What follows belongs to an exercise in optimizing a design on an open flow for small area, a short achievable clock period and few clock cycles; a production flow would make more cautious choices. Where RTL was checked, it was by simulation tests only, not by an equivalence proof against the original. No driver is modelled on the clock port, so clock power and skew are understated where the tree is cut down; a real chip needs a root buffer or a tree. Power and IR drop assume default switching activity.

==> job 9861: inputs <==
Design LBP, start of the top module:
module LBP ( clk, reset, gray_addr, gray_req, gray_ready, gray_data, lbp_addr, lbp_valid, lbp_data, finish);
input clk;
input reset;
output reg [13:0] gray_addr;
output reg gray_req;
input gray_ready;
input [7:0] gray_data;
output reg [13:0] lbp_addr;
output reg lbp_valid;
output reg [7:0] lbp_data;
output reg finish;
reg [2:0] r;         
reg col_end;         
reg x_last;          
wire [6:0] gx = gray_addr[6:0];
wire [6:0] gy = gray_addr[13:7];
wire strip_end = col_end & x_last;
wire is_last = strip_end & (&gy);
always @(posedge clk or posedge reset) begin
    if (reset) begin
        gray_req <= 1'b0;
        finish <= 1'b0;
        lbp_valid <= 1'b0;
    end else begin
        lbp_valid <= gray_req & (|r[2:1]) & (|gx[6:1]);
        if (gray_req) begin
            if (is_last) begin
                gray_req <= 1'b0;
                finish <= 1'b1;
            end
  ...
==> module LBP, before the edit <==
module LBP ( clk, reset, gray_addr, gray_req, gray_ready, gray_data, lbp_addr, lbp_valid, lbp_data, finish);
input clk;
input reset;
output reg [13:0] gray_addr;
output reg gray_req;
input gray_ready;
input [7:0] gray_data;
output reg [13:0] lbp_addr;
output reg lbp_valid;
output reg [7:0] lbp_data;
output reg finish;
reg [2:0] r;         
reg col_end;         
reg x_last;          
wire [6:0] gx = gray_addr[6:0];
wire [6:0] gy = gray_addr[13:7];
wire strip_end = col_end & x_last;
wire is_last = strip_end & (&gy);
always @(posedge clk or posedge reset) begin
    if (reset) begin
        gray_req <= 1'b0;
        finish <= 1'b0;
        lbp_valid <= 1'b0;
    end else begin
        lbp_valid <= gray_req & (|r[2:1]) & (|gx[6:1]);
        if (gray_req) begin
            if (is_last) begin
                gray_req <= 1'b0;
                finish <= 1'b1;
            end
        end else if (gray_ready & ~finish) begin
            gray_req <= 1'b1;
        end
    end
end
wire [6:0] y_step = {{4{col_end}}, {2{strip_end}}, 1'b1};
always @(posedge clk) begin
    x_last <= &gx;
    if (!gray_req) begin
        gray_addr <= 14'd0;
        r <= 3'd0;
        col_end <= 1'b0;
    end else begin
        r <= r + 3'd1;
        col_end <= (r == 3'd6);
        gray_addr[13:7] <= gy + y_step;
        if (col_end) gray_addr[6:0] <= gx + 7'd1;
    end
end
function [1:0] cmp_merge;
    input [1:0] hi, lo;
    cmp_merge = {hi[1] | (~hi[0] & lo[1]), hi[0] | (~hi[1] & lo[0])};
endfunction
function [1:0] cmp;
    input [7:0] a, b;
    reg [1:0] p0, p1, p2, p3, p4, p5, p6, p7;
    begin
        p0 = {a[0] & ~b[0], ~a[0] & b[0]};
        p1 = {a[1] & ~b[1], ~a[1] & b[1]};
        p2 = {a[2] & ~b[2], ~a[2] & b[2]};
        p3 = {a[3] & ~b[3], ~a[3] & b[3]};
        p4 = {a[4] & ~b[4], ~a[4] & b[4]};
        p5 = {a[5] & ~b[5], ~a[5] & b[5]};
        p6 = {a[6] & ~b[6], ~a[6] & b[6]};
        p7 = {a[7] & ~b[7], ~a[7] & b[7]};
        cmp = cmp_merge(cmp_merge(cmp_merge(p7, p6), cmp_merge(p5, p4)),
                        cmp_merge(cmp_merge(p3, p2), cmp_merge(p1, p0)));
    end
endfunction
reg [7:0] c1, c2, c3, c4, c5, c6, c7, c8, c9;
wire [1:0] k0 = cmp(gray_data, c9);
wire [1:0] k1 = cmp(c1, c9);
wire [1:0] k2 = cmp(c2, c9);
wire [1:0] k8 = cmp(c8, c9);
reg [8:0] d0;    
reg [7:0] d1;    
reg [6:0] d2;    
reg       d8;    
always @(posedge clk) begin
    c1 <= gray_data; c2 <= c1; c3 <= c2; c4 <= c3; c5 <= c4;
    c6 <= c5; c7 <= c6; c8 <= c7; c9 <= c8;
    d0 <= {d0[7:0], ~k0[1]};
    d1 <= {d1[6:0], ~k1[1]};
    d2 <= {d2[5:0], ~k2[1]};
    d8 <= ~k8[1];
    lbp_data <= {~k0[0], ~k8[0], d2[6], ~k1[0], d1[7], ~k2[0], d8, d0[8]};
    lbp_addr <= {gy - 7'd1, gx - 7'd1};
end
endmodule
export LEC_CHECK = 0
export CAP_MARGIN = 20
export CORE_MARGIN = 2
export CORE_UTILIZATION = 50
export SETUP_SLACK_MARGIN = 2.4
export SLEW_MARGIN = 20
create_clock -name core_clock -period 4.0 [get_ports {clk}]
standard.sh (not shown) runs the stock make flow with config.mk's settings and CLKGATE_MAP_FILE= SYNTH_SCRIPT=/design/flow/synth_recipe.tcl, a recipe that flattens the netlist after the stock synthesis.
==> flow/flow/run.sh <==
#!/bin/bash
set -euo pipefail
W=$PWD
source flow/params.sh
bash standard.sh synth > synth.log 2>&1
R=$W/orfs/results/$FLOW_PLATFORM/LBP/base
cp "$R/1_2_yosys.v" "$W/standard_1_2_yosys.v"
LIB_FILE="$FLOW_HOME/platforms/$FLOW_PLATFORM/lib/sky130_fd_sc_hd__tt_025C_1v80.lib" \
NETLIST_IN="$W/standard_1_2_yosys.v" NETLIST_OUT="$W/remapped.v" \
DONT_USE="$(cat flow/dont_use.txt)" \
  yosys -c flow/remap.tcl > remap.log 2>&1
cp "$W/remapped.v" "$R/1_2_yosys.v"
bash standard.sh PRE_CTS_TCL="$W/flow/cts_manual.tcl" \
  "BUFFER_PORTS_ARGS=-buffer_cell $PORT_BUF" finish > layout.log 2>&1
==> flow/flow/params.sh <==
# clock tree of flow/cts_manual.tcl: MY_CTS_NX x MY_CTS_NY groups of flip-flops, each
# driven by one MY_CTS_BUF; MY_CTS_ROOT, if set, is a buffer between them and the port.
export MY_CTS_BUF=sky130_fd_sc_hd__clkbuf_16 MY_CTS_NX=1 MY_CTS_NY=4 MY_CTS_ROOT=
PORT_BUF=sky130_fd_sc_hd__buf_2
# ABC script flow/remap.tcl maps the logic with
export ABC_SCRIPT="+strash;dch;map -a;topo;stime"
==> flow/flow/remap.tcl <==
# Re-maps the combinational logic of the standard synthesis's netlist, with the ABC script
# ABC_SCRIPT when it is set (else Yosys's default one). The flip-flops are kept as they
# are (same instances, names and cells): their cell modules are kept as hierarchy,
# everything else is flattened into gates and mapped again.
yosys read_liberty -ignore_miss_func $::env(LIB_FILE)
yosys read_verilog $::env(NETLIST_IN)
yosys hierarchy -top $::env(FLOW_TOP)
yosys setattr -mod -set keep_hierarchy 1 sky130_fd_sc_hd__df*
yosys flatten
yosys opt -purge
yosys techmap
yosys opt
set du {}
foreach c $::env(DONT_USE) { lappend du -dont_use $c }
if {[info exists ::env(ABC_SCRIPT)]} { yosys abc -script $::env(ABC_SCRIPT) -liberty $::env(LIB_FILE) {*}$du } else { yosys abc -liberty $::env(LIB_FILE) {*}$du }
yosys opt_clean -purge
yosys hilomap -singleton -hicell sky130_fd_sc_hd__conb_1 HI -locell sky130_fd_sc_hd__conb_1 LO
yosys splitnets
yosys opt_clean -purge
yosys write_verilog -noattr -noexpr -nohex -nodec $::env(NETLIST_OUT)
yosys stat -liberty $::env(LIB_FILE)
Other scripts of this flow, unchanged in this note and not shown: flow/flow/cts_manual.tcl, flow/flow/dont_use.txt
==> job 6100: changes against job 9861 <==
==> flow/flow/params.sh (replaced) <==
# clock tree of flow/cts_manual.tcl: MY_CTS_NX x MY_CTS_NY groups of flip-flops, each
# driven by one MY_CTS_BUF; MY_CTS_ROOT, if set, is a buffer between them and the port.
export MY_CTS_BUF=sky130_fd_sc_hd__clkbuf_16 MY_CTS_NX=2 MY_CTS_NY=2 MY_CTS_ROOT=
PORT_BUF=sky130_fd_sc_hd__buf_2
# ABC script flow/remap.tcl maps the logic with
export ABC_SCRIPT="+strash;dch;map -a;topo;stime"
--- a/flow/config.mk
+++ b/flow/config.mk
@@ -7,6 +7,6 @@
 export LEC_CHECK = 0
 export CAP_MARGIN = 20
 export CORE_MARGIN = 2
-export CORE_UTILIZATION = 50
+export CORE_UTILIZATION = 60
 export SETUP_SLACK_MARGIN = 2.4
 export SLEW_MARGIN = 20
==> job 7519: changes against job 9861 <==
--- a/flow/design.v
+++ b/flow/design.v
@@ -13,6 +13,10 @@
 reg [2:0] r;         
 reg col_end;         
 reg x_last;          
+reg valid1;          
+reg last1;           
+reg prev_col_end;    
+reg prev_strip_end;  
 wire [6:0] gx = gray_addr[6:0];
 wire [6:0] gy = gray_addr[13:7];
 wire strip_end = col_end & x_last;
@@ -22,21 +26,27 @@
         gray_req <= 1'b0;
         finish <= 1'b0;
         lbp_valid <= 1'b0;
+        valid1 <= 1'b0;
+        last1 <= 1'b0;
     end else begin
-        lbp_valid <= gray_req & (|r[2:1]) & (|gx[6:1]);
+        valid1 <= gray_req & (|r[2:1]) & (|gx[6:1]);
+        lbp_valid <= valid1;
+        last1 <= gray_req & is_last;
+        if (last1) finish <= 1'b1;
         if (gray_req) begin
-            if (is_last) begin
-                gray_req <= 1'b0;
-                finish <= 1'b1;
-            end
-        end else if (gray_ready & ~finish) begin
+            if (is_last) gray_req <= 1'b0;
+        end else if (gray_ready & ~finish & ~last1) begin
             gray_req <= 1'b1;
         end
     end
 end
-wire [6:0] y_step = {{4{col_end}}, {2{strip_end}}, 1'b1};
+wire [6:0] y_inc = gy + 7'd1;
+wire [6:0] y_col = gy - 7'd7;
+wire [6:0] y_dec = gy - 7'd1;
 always @(posedge clk) begin
     x_last <= &gx;
+    prev_col_end <= col_end;
+    prev_strip_end <= strip_end;
     if (!gray_req) begin
         gray_addr <= 14'd0;
         r <= 3'd0;
@@ -44,10 +54,12 @@
     end else begin
         r <= r + 3'd1;
         col_end <= (r == 3'd6);
-        gray_addr[13:7] <= gy + y_step;
+        gray_addr[13:7] <= !col_end ? y_inc : x_last ? y_dec : y_col;
         if (col_end) gray_addr[6:0] <= gx + 7'd1;
     end
 end
+wire [6:0] lx = gx - {5'd0, prev_col_end, ~prev_col_end};
+wire [6:0] ly = !prev_col_end ? gy - 7'd2 : prev_strip_end ? gy : gy + 7'd6;
 function [1:0] cmp_merge;
     input [1:0] hi, lo;
     cmp_merge = {hi[1] | (~hi[0] & lo[1]), hi[0] | (~hi[1] & lo[0])};
@@ -68,8 +80,8 @@
                         cmp_merge(cmp_merge(p3, p2), cmp_merge(p1, p0)));
     end
 endfunction
-reg [7:0] c1, c2, c3, c4, c5, c6, c7, c8, c9;
-wire [1:0] k0 = cmp(gray_data, c9);
+reg [7:0] c0, c1, c2, c3, c4, c5, c6, c7, c8, c9;
+wire [1:0] k0 = cmp(c0, c9);
 wire [1:0] k1 = cmp(c1, c9);
 wire [1:0] k2 = cmp(c2, c9);
 wire [1:0] k8 = cmp(c8, c9);
@@ -78,13 +90,13 @@
 reg [6:0] d2;    
 reg       d8;    
 always @(posedge clk) begin
-    c1 <= gray_data; c2 <= c1; c3 <= c2; c4 <= c3; c5 <= c4;
+    c0 <= gray_data; c1 <= c0; c2 <= c1; c3 <= c2; c4 <= c3; c5 <= c4;
     c6 <= c5; c7 <= c6; c8 <= c7; c9 <= c8;
     d0 <= {d0[7:0], ~k0[1]};
     d1 <= {d1[6:0], ~k1[1]};
     d2 <= {d2[5:0], ~k2[1]};
     d8 <= ~k8[1];
     lbp_data <= {~k0[0], ~k8[0], d2[6], ~k1[0], d1[7], ~k2[0], d8, d0[8]};
-    lbp_addr <= {gy - 7'd1, gx - 7'd1};
+    lbp_addr <= {ly, lx};
 end
 endmodule
--- a/flow/flow/run.sh
+++ b/flow/flow/run.sh
@@ -1,4 +1,8 @@
 #!/bin/bash
+# Layout flow: the standard synthesis; its combinational logic re-mapped by
+# flow/remap.tcl (flip-flops untouched); then the ORFS flow with the port buffers, the
+# timing repair margins and a hand-built clock tree (flow/cts_manual.tcl, run in place of
+# TritonCTS) chosen in flow/params.sh. Each tool's output is logged in this folder.
 set -euo pipefail
 W=$PWD
 source flow/params.sh
@@ -10,5 +14,7 @@
 DONT_USE="$(cat flow/dont_use.txt)" \
   yosys -c flow/remap.tcl > remap.log 2>&1
 cp "$W/remapped.v" "$R/1_2_yosys.v"
-bash standard.sh PRE_CTS_TCL="$W/flow/cts_manual.tcl" \
-  "BUFFER_PORTS_ARGS=-buffer_cell $PORT_BUF" finish > layout.log 2>&1
+make -C "$FLOW_HOME" DESIGN_CONFIG="$FLOW_CONFIG" WORK_HOME="$W/orfs" CLKGATE_MAP_FILE= \
+  SYNTH_SCRIPT="$W/synth_recipe.tcl" PRE_CTS_TCL="$W/flow/cts_manual.tcl" "${PARAMS[@]}" \
+  finish > layout.log 2>&1
+: # left out here: write the final layout as DEF
==> flow/flow/params.sh (replaced) <==
export MY_CTS_BUF=sky130_fd_sc_hd__clkbuf_16 MY_CTS_NX=2 MY_CTS_NY=2 MY_CTS_ROOT=
PARAMS=(
  CORE_UTILIZATION=65 CORE_MARGIN=2 CAP_MARGIN=20 SLEW_MARGIN=20
  SETUP_SLACK_MARGIN=2.6
  "BUFFER_PORTS_ARGS=-buffer_cell sky130_fd_sc_hd__buf_2"
)
==> flow/flow/remap.tcl (replaced) <==
# Re-maps the combinational logic of the standard synthesis's netlist with Yosys's
# default ABC script. The flip-flops are kept as they are (same instances, names and
# cells): their cell modules are kept as hierarchy, everything else is flattened into
# gates and mapped again.
yosys read_liberty -ignore_miss_func $::env(LIB_FILE)
yosys read_verilog $::env(NETLIST_IN)
yosys hierarchy -top $::env(FLOW_TOP)
yosys setattr -mod -set keep_hierarchy 1 sky130_fd_sc_hd__df*
yosys flatten
yosys opt -purge
yosys techmap
yosys opt
set du {}
foreach c $::env(DONT_USE) { lappend du -dont_use $c }
yosys abc -liberty $::env(LIB_FILE) {*}$du
yosys opt_clean -purge
yosys hilomap -singleton -hicell sky130_fd_sc_hd__conb_1 HI -locell sky130_fd_sc_hd__conb_1 LO
yosys splitnets
yosys opt_clean -purge
yosys write_verilog -noattr -noexpr -nohex -nodec $::env(NETLIST_OUT)
yosys stat -liberty $::env(LIB_FILE)
--- a/flow/config.mk
+++ b/flow/config.mk
@@ -7,6 +7,5 @@
 export LEC_CHECK = 0
 export CAP_MARGIN = 20
 export CORE_MARGIN = 2
-export CORE_UTILIZATION = 50
-export SETUP_SLACK_MARGIN = 2.4
+export CORE_UTILIZATION = 40
 export SLEW_MARGIN = 20
==> flow_summary.yaml <==
cells_and_area:
  num-multi-input-gates: 205
  seq_cells: 153
floorplan:
  num_rows: 29
critical_path:
  reg2regPathDepth: 6
run_status:
  run_status: "timing/DRC/antenna clean"
# the run above: job 7519

==> flow_summary.yaml <==
run_status:
  run_status: "timing/DRC/antenna clean"
cells_and_area:
  seq_cells: 141
critical_path:
  worstPathArrival_ns: 0.75
  reg2regPathDepth: 10
  cp-end-kind: "output port"
floorplan:
  num_rows: 29
# the run above: job 6100

==> flow_summary.yaml <==
power_and_ir_drop:
  p_int_uw: 1710
floorplan:
  num_rows: 32
sta:
  grt_setup_unrepaired: "true"
cells_and_area:
  seq_cells: 141
  num-multi-input-gates: 198
critical_path:
  endpoint: "gray_addr[5]"
  reg2regPathDepth: 10
run_status:
  run_status: "timing/DRC/antenna clean"
# the run above: job 9861

Testbench counts of job 9861, summed over its fixed seeds: cycles 172,040.
Testbench counts of job 6100, summed over its fixed seeds: cycles 172,040.
For job 7519, only the layout was checked, not whether the RTL still works. In every run of this note, the design's own scripts or RTL, not TritonCTS, make the clock network.

* * *

==> build 76 <==
==> flow/design.v <==
`timescale 1ns/10ps
module LBP ( clk, reset, gray_addr, gray_req, gray_ready, gray_data, lbp_addr, lbp_valid, lbp_data, finish);
input clk;
input reset;
output reg [13:0] gray_addr;
output reg gray_req;
input gray_ready;
input [7:0] gray_data;
output reg [13:0] lbp_addr;
output reg lbp_valid;
output reg [7:0] lbp_data;
output reg finish;
reg [2:0] r;                        
wire [6:0] gx = gray_addr[6:0];
wire [6:0] gy = gray_addr[13:7];
wire col_end = &r;
wire strip_end = col_end & (&gx);
wire is_last = (&gx) & (&gy);
always @(posedge clk or posedge reset) begin
    if (reset) begin
        gray_addr <= 14'd0;
        r <= 3'd0;
        gray_req <= 1'b0;
        finish <= 1'b0;
        lbp_valid <= 1'b0;
    end else begin
        lbp_valid <= gray_req & (|r[2:1]) & (|gx[6:1]);
        if (gray_req) begin
            r <= r + 3'd1;
            if (col_end) begin
                gray_addr[6:0] <= gx + 7'd1;
                gray_addr[13:7] <= strip_end ? gy - 7'd1 : gy - 7'd7;
            end else begin
                gray_addr[13:7] <= gy + 7'd1;
            end
            if (is_last) begin
                gray_req <= 1'b0;
                finish <= 1'b1;
            end
        end else if (gray_ready & ~finish) begin
            gray_req <= 1'b1;
        end
    end
end
reg [7:0] c1, c2, c3, c4, c5, c6, c7, c8, c9;
wire ge0 = gray_data >= c9;
wire le0 = c9 >= gray_data;
wire ge1 = c1 >= c9;
wire le1 = c9 >= c1;
wire ge2 = c2 >= c9;
wire le2 = c9 >= c2;
wire ge8 = c8 >= c9;
wire le8 = c9 >= c8;
reg [8:0] d0;    
reg [7:0] d1;    
reg [6:0] d2;    
reg       d8;    
always @(posedge clk) begin
    c1 <= gray_data; c2 <= c1; c3 <= c2; c4 <= c3; c5 <= c4;
    c6 <= c5; c7 <= c6; c8 <= c7; c9 <= c8;
    d0 <= {d0[7:0], le0};
    d1 <= {d1[6:0], le1};
    d2 <= {d2[5:0], le2};
    d8 <= le8;
    lbp_data <= {ge0, ge8, d2[6], ge1, d1[7], ge2, d8, d0[8]};
    lbp_addr <= {gy - 7'd1, gx - 7'd1};
end
endmodule
==> flow/run.sh <==
#!/bin/bash
# synth_recipe.tcl (not shown) runs the flow's synth.tcl, then flattens the netlist and writes it again
# the make line also repeats each setting of config.mk as NAME=value (left out here)
make -C /OpenROAD-flow-scripts/flow DESIGN_CONFIG=/design/flow/config.mk WORK_HOME=/design/flow/orfs CLKGATE_MAP_FILE= SYNTH_SCRIPT=/design/flow/synth_recipe.tcl finish
==> flow/config.mk <==
export PLATFORM = sky130hd
export DESIGN_NAME = LBP
export DESIGN_NICKNAME = LBP
export VERILOG_FILES = /design/flow/design.v
export SDC_FILE = /design/flow/constraint.sdc
export NUM_CORES = 4
export LEC_CHECK = 0
export CAP_MARGIN = 20
export CORE_MARGIN = 2
export CORE_UTILIZATION = 40
export CTS_BUF_LIST = sky130_fd_sc_hd__clkbuf_4 sky130_fd_sc_hd__clkbuf_8
export SETUP_SLACK_MARGIN = 2.6
export SLEW_MARGIN = 20
==> flow/constraint.sdc <==
create_clock -name core_clock -period 4.0 [get_ports {clk}]
set_input_delay 0.8000 -clock core_clock [delete_from_list [all_inputs] [get_ports {clk}]]
set_output_delay 0.8000 -clock core_clock [all_outputs]
set_load 0.01 [all_outputs]
==> build 12: changes against build 76 <==
==> flow/design.v, changed modules only <==
module LBP ( clk, reset, gray_addr, gray_req, gray_ready, gray_data, lbp_addr, lbp_valid, lbp_data, finish);
input clk;
input reset;
output reg [13:0] gray_addr;
output reg gray_req;
input gray_ready;
input [7:0] gray_data;
output reg [13:0] lbp_addr;
output reg lbp_valid;
output reg [7:0] lbp_data;
output reg finish;
reg [2:0] r;         
reg col_end;         
reg x_last;          
wire [6:0] gx = gray_addr[6:0];
wire [6:0] gy = gray_addr[13:7];
wire strip_end = col_end & x_last;
wire is_last = strip_end & (&gy);
always @(posedge clk or posedge reset) begin
    if (reset) begin
        gray_req <= 1'b0;
        finish <= 1'b0;
        lbp_valid <= 1'b0;
    end else begin
        lbp_valid <= gray_req & (|r[2:1]) & (|gx[6:1]);
        if (gray_req) begin
            if (is_last) begin
                gray_req <= 1'b0;
                finish <= 1'b1;
            end
        end else if (gray_ready & ~finish) begin
            gray_req <= 1'b1;
        end
    end
end
wire [6:0] y_step = {{4{col_end}}, {2{strip_end}}, 1'b1};
always @(posedge clk) begin
    x_last <= &gx;
    if (!gray_req) begin
        gray_addr <= 14'd0;
        r <= 3'd0;
        col_end <= 1'b0;
    end else begin
        r <= r + 3'd1;
        col_end <= (r == 3'd6);
        gray_addr[13:7] <= gy + y_step;
        if (col_end) gray_addr[6:0] <= gx + 7'd1;
    end
end
function [1:0] cmp_merge;
    input [1:0] hi, lo;
    cmp_merge = {hi[1] | (~hi[0] & lo[1]), hi[0] | (~hi[1] & lo[0])};
endfunction
function [1:0] cmp;
    input [7:0] a, b;
    reg [1:0] p0, p1, p2, p3, p4, p5, p6, p7;
    begin
        p0 = {a[0] & ~b[0], ~a[0] & b[0]};
        p1 = {a[1] & ~b[1], ~a[1] & b[1]};
        p2 = {a[2] & ~b[2], ~a[2] & b[2]};
        p3 = {a[3] & ~b[3], ~a[3] & b[3]};
        p4 = {a[4] & ~b[4], ~a[4] & b[4]};
        p5 = {a[5] & ~b[5], ~a[5] & b[5]};
        p6 = {a[6] & ~b[6], ~a[6] & b[6]};
        p7 = {a[7] & ~b[7], ~a[7] & b[7]};
        cmp = cmp_merge(cmp_merge(cmp_merge(p7, p6), cmp_merge(p5, p4)),
                        cmp_merge(cmp_merge(p3, p2), cmp_merge(p1, p0)));
    end
endfunction
reg [7:0] c1, c2, c3, c4, c5, c6, c7, c8, c9;
wire [1:0] k0 = cmp(gray_data, c9);
wire [1:0] k1 = cmp(c1, c9);
wire [1:0] k2 = cmp(c2, c9);
wire [1:0] k8 = cmp(c8, c9);
reg [8:0] d0;    
reg [7:0] d1;    
reg [6:0] d2;    
reg       d8;    
always @(posedge clk) begin
    c1 <= gray_data; c2 <= c1; c3 <= c2; c4 <= c3; c5 <= c4;
    c6 <= c5; c7 <= c6; c8 <= c7; c9 <= c8;
    d0 <= {d0[7:0], ~k0[1]};
    d1 <= {d1[6:0], ~k1[1]};
    d2 <= {d2[5:0], ~k2[1]};
    d8 <= ~k8[1];
    lbp_data <= {~k0[0], ~k8[0], d2[6], ~k1[0], d1[7], ~k2[0], d8, d0[8]};
    lbp_addr <= {gy - 7'd1, gx - 7'd1};
end
endmodule
==> flow/flow/run.sh (new file) <==
#!/bin/bash
# Layout flow: the standard synthesis, then the ORFS flow with port buffers, clock tree
# and timing repair chosen here (see params.sh). Each tool's output is logged in this folder.
set -euo pipefail
W=$PWD
source flow/params.sh
bash standard.sh synth > synth.log 2>&1
make -C "$FLOW_HOME" DESIGN_CONFIG="$FLOW_CONFIG" WORK_HOME="$W/orfs" CLKGATE_MAP_FILE= \
  SYNTH_SCRIPT="$W/synth_recipe.tcl" "${PARAMS[@]}" finish > layout.log 2>&1
R=$W/orfs/results/$FLOW_PLATFORM/LBP/base
: # left out here: write the final layout as DEF
==> flow/flow/params.sh (new file) <==
PARAMS=(
  CORE_UTILIZATION=40 CORE_MARGIN=2 CAP_MARGIN=20 SLEW_MARGIN=20
  SETUP_SLACK_MARGIN=2.5
  "BUFFER_PORTS_ARGS=-buffer_cell sky130_fd_sc_hd__buf_2"
  "CTS_ARGS=-sink_clustering_enable -repair_clock_nets -sink_clustering_size 40 -sink_clustering_max_diameter 400 -sink_clustering_levels 1 -buf_list sky130_fd_sc_hd__clkbuf_16 -root_buf sky130_fd_sc_hd__clkbuf_16"
)
==> flow/standard.sh (new file) <==
#!/bin/bash
# synth_recipe.tcl (not shown) runs the flow's synth.tcl, then flattens the netlist and writes it again
# the make line also repeats each setting of config.mk as NAME=value (left out here)
make -C /OpenROAD-flow-scripts/flow DESIGN_CONFIG=/design/flow/config.mk WORK_HOME=/design/flow/orfs CLKGATE_MAP_FILE= SYNTH_SCRIPT=/design/flow/synth_recipe.tcl "${@:-finish}"
- CTS_BUF_LIST: sky130_fd_sc_hd__clkbuf_4 sky130_fd_sc_hd__clkbuf_8 -> not set
- SETUP_SLACK_MARGIN: 2.6 -> not set
removed: flow/run.sh
==> impl.org <==
** Status
- Result of the run :: timing/DRC/antenna clean

** Timing
- Shortest clock period the worst path allows after layout :: 1772 ps
- Setup slack of the critical path after layout :: 2228 ps
- In the finished design, the share of the clock period the worst path needs comes to 44.29%.
- At the pin with the least slew margin, the transition time is 455.9 ps.

** Global route
- M2 GR Usage :: 21.95%

** Yosys
- Synth Area in Adders :: 10.60%
- Fraction of synthesized cell area taken by the top area cell type :: 53.11%

** Worst setup path
- The endpoint identified for the worst register-to-register timing path is d0[0].
- For flop-to-flop paths, the worst setup slack is 2400 ps.

** Placed design
- Timing analysis after detailed placement gives a worst setup slack of 1436 ps.

** Cells and area
- Excluding fillers, the count of instances in the completed layout stands at 612.

** Drt
- Iteration count of the initial detailed-routing pass :: 5

** Pwr
- Per report_power, the combinational group accounts for 27.4% of the total.
(the above is from build 76)
==> impl.org <==
** Timing
- Shortest clock period the worst path allows after layout :: 1767 ps
- Tightest Pin Transition :: 472.3 ps

** Yosys
- Synth Area in Adders :: 9.449%
- After synthesis, the largest area contributor takes up 63.41% of total cell area.

** Worst setup path
- For flop-to-flop paths, the worst setup slack is 2240 ps.

** Pwr
- Combinational cells account for 3.9% of the total power.

** Status
- The flow ran to the end and the layout has no timing, DRC or antenna violations.

** Global route
- Global routing consumed, on the met2 layer, 22.55% of the routing resources.
(the above is from build 12)
Testbench counts of build 76, summed over its fixed seeds: cycles 172,040.
Testbench counts of build 12, summed over its fixed seeds: cycles 172,040.

-- re-timing with driven ports --
Ports are ideal in the flow. The routed layouts listed here were re-timed in OpenROAD.
Step 1, drivers: a clkbuf_16 drives clk and a buf_2 each remaining input, both assumed.
Step 2 also shifts input and output timing later by t, the mid clock arrival at the registers, as if the neighbouring blocks saw the same clock.
Slacks: ideal / step 1 / step 2; pairs: ideal / step 1.
run	t (ns)	setup slack, ns	worst setup path at the end	clock arrival spread, ns
job 9861	0.241	2.439 / 2.371 / 2.304	input to register	0.010 / 0.010
job 6100	0.243	2.450 / 2.379 / 2.293	input to register	0.010 / 0.010
job 7519	0.250	2.237 / 2.237 / 2.237	register to register	0.011 / 0.010
build 76	0.448	2.228 / 2.196 / 1.970	input to register	0.011 / 0.011
build 12	0.444	2.233 / 2.223 / 1.793	input to register	0.011 / 0.011
After both steps every run listed still meets setup and hold. For build 12, which loses most, drivers alone change the setup slack by -0.010 ns; drivers and shift together by -0.440 ns.
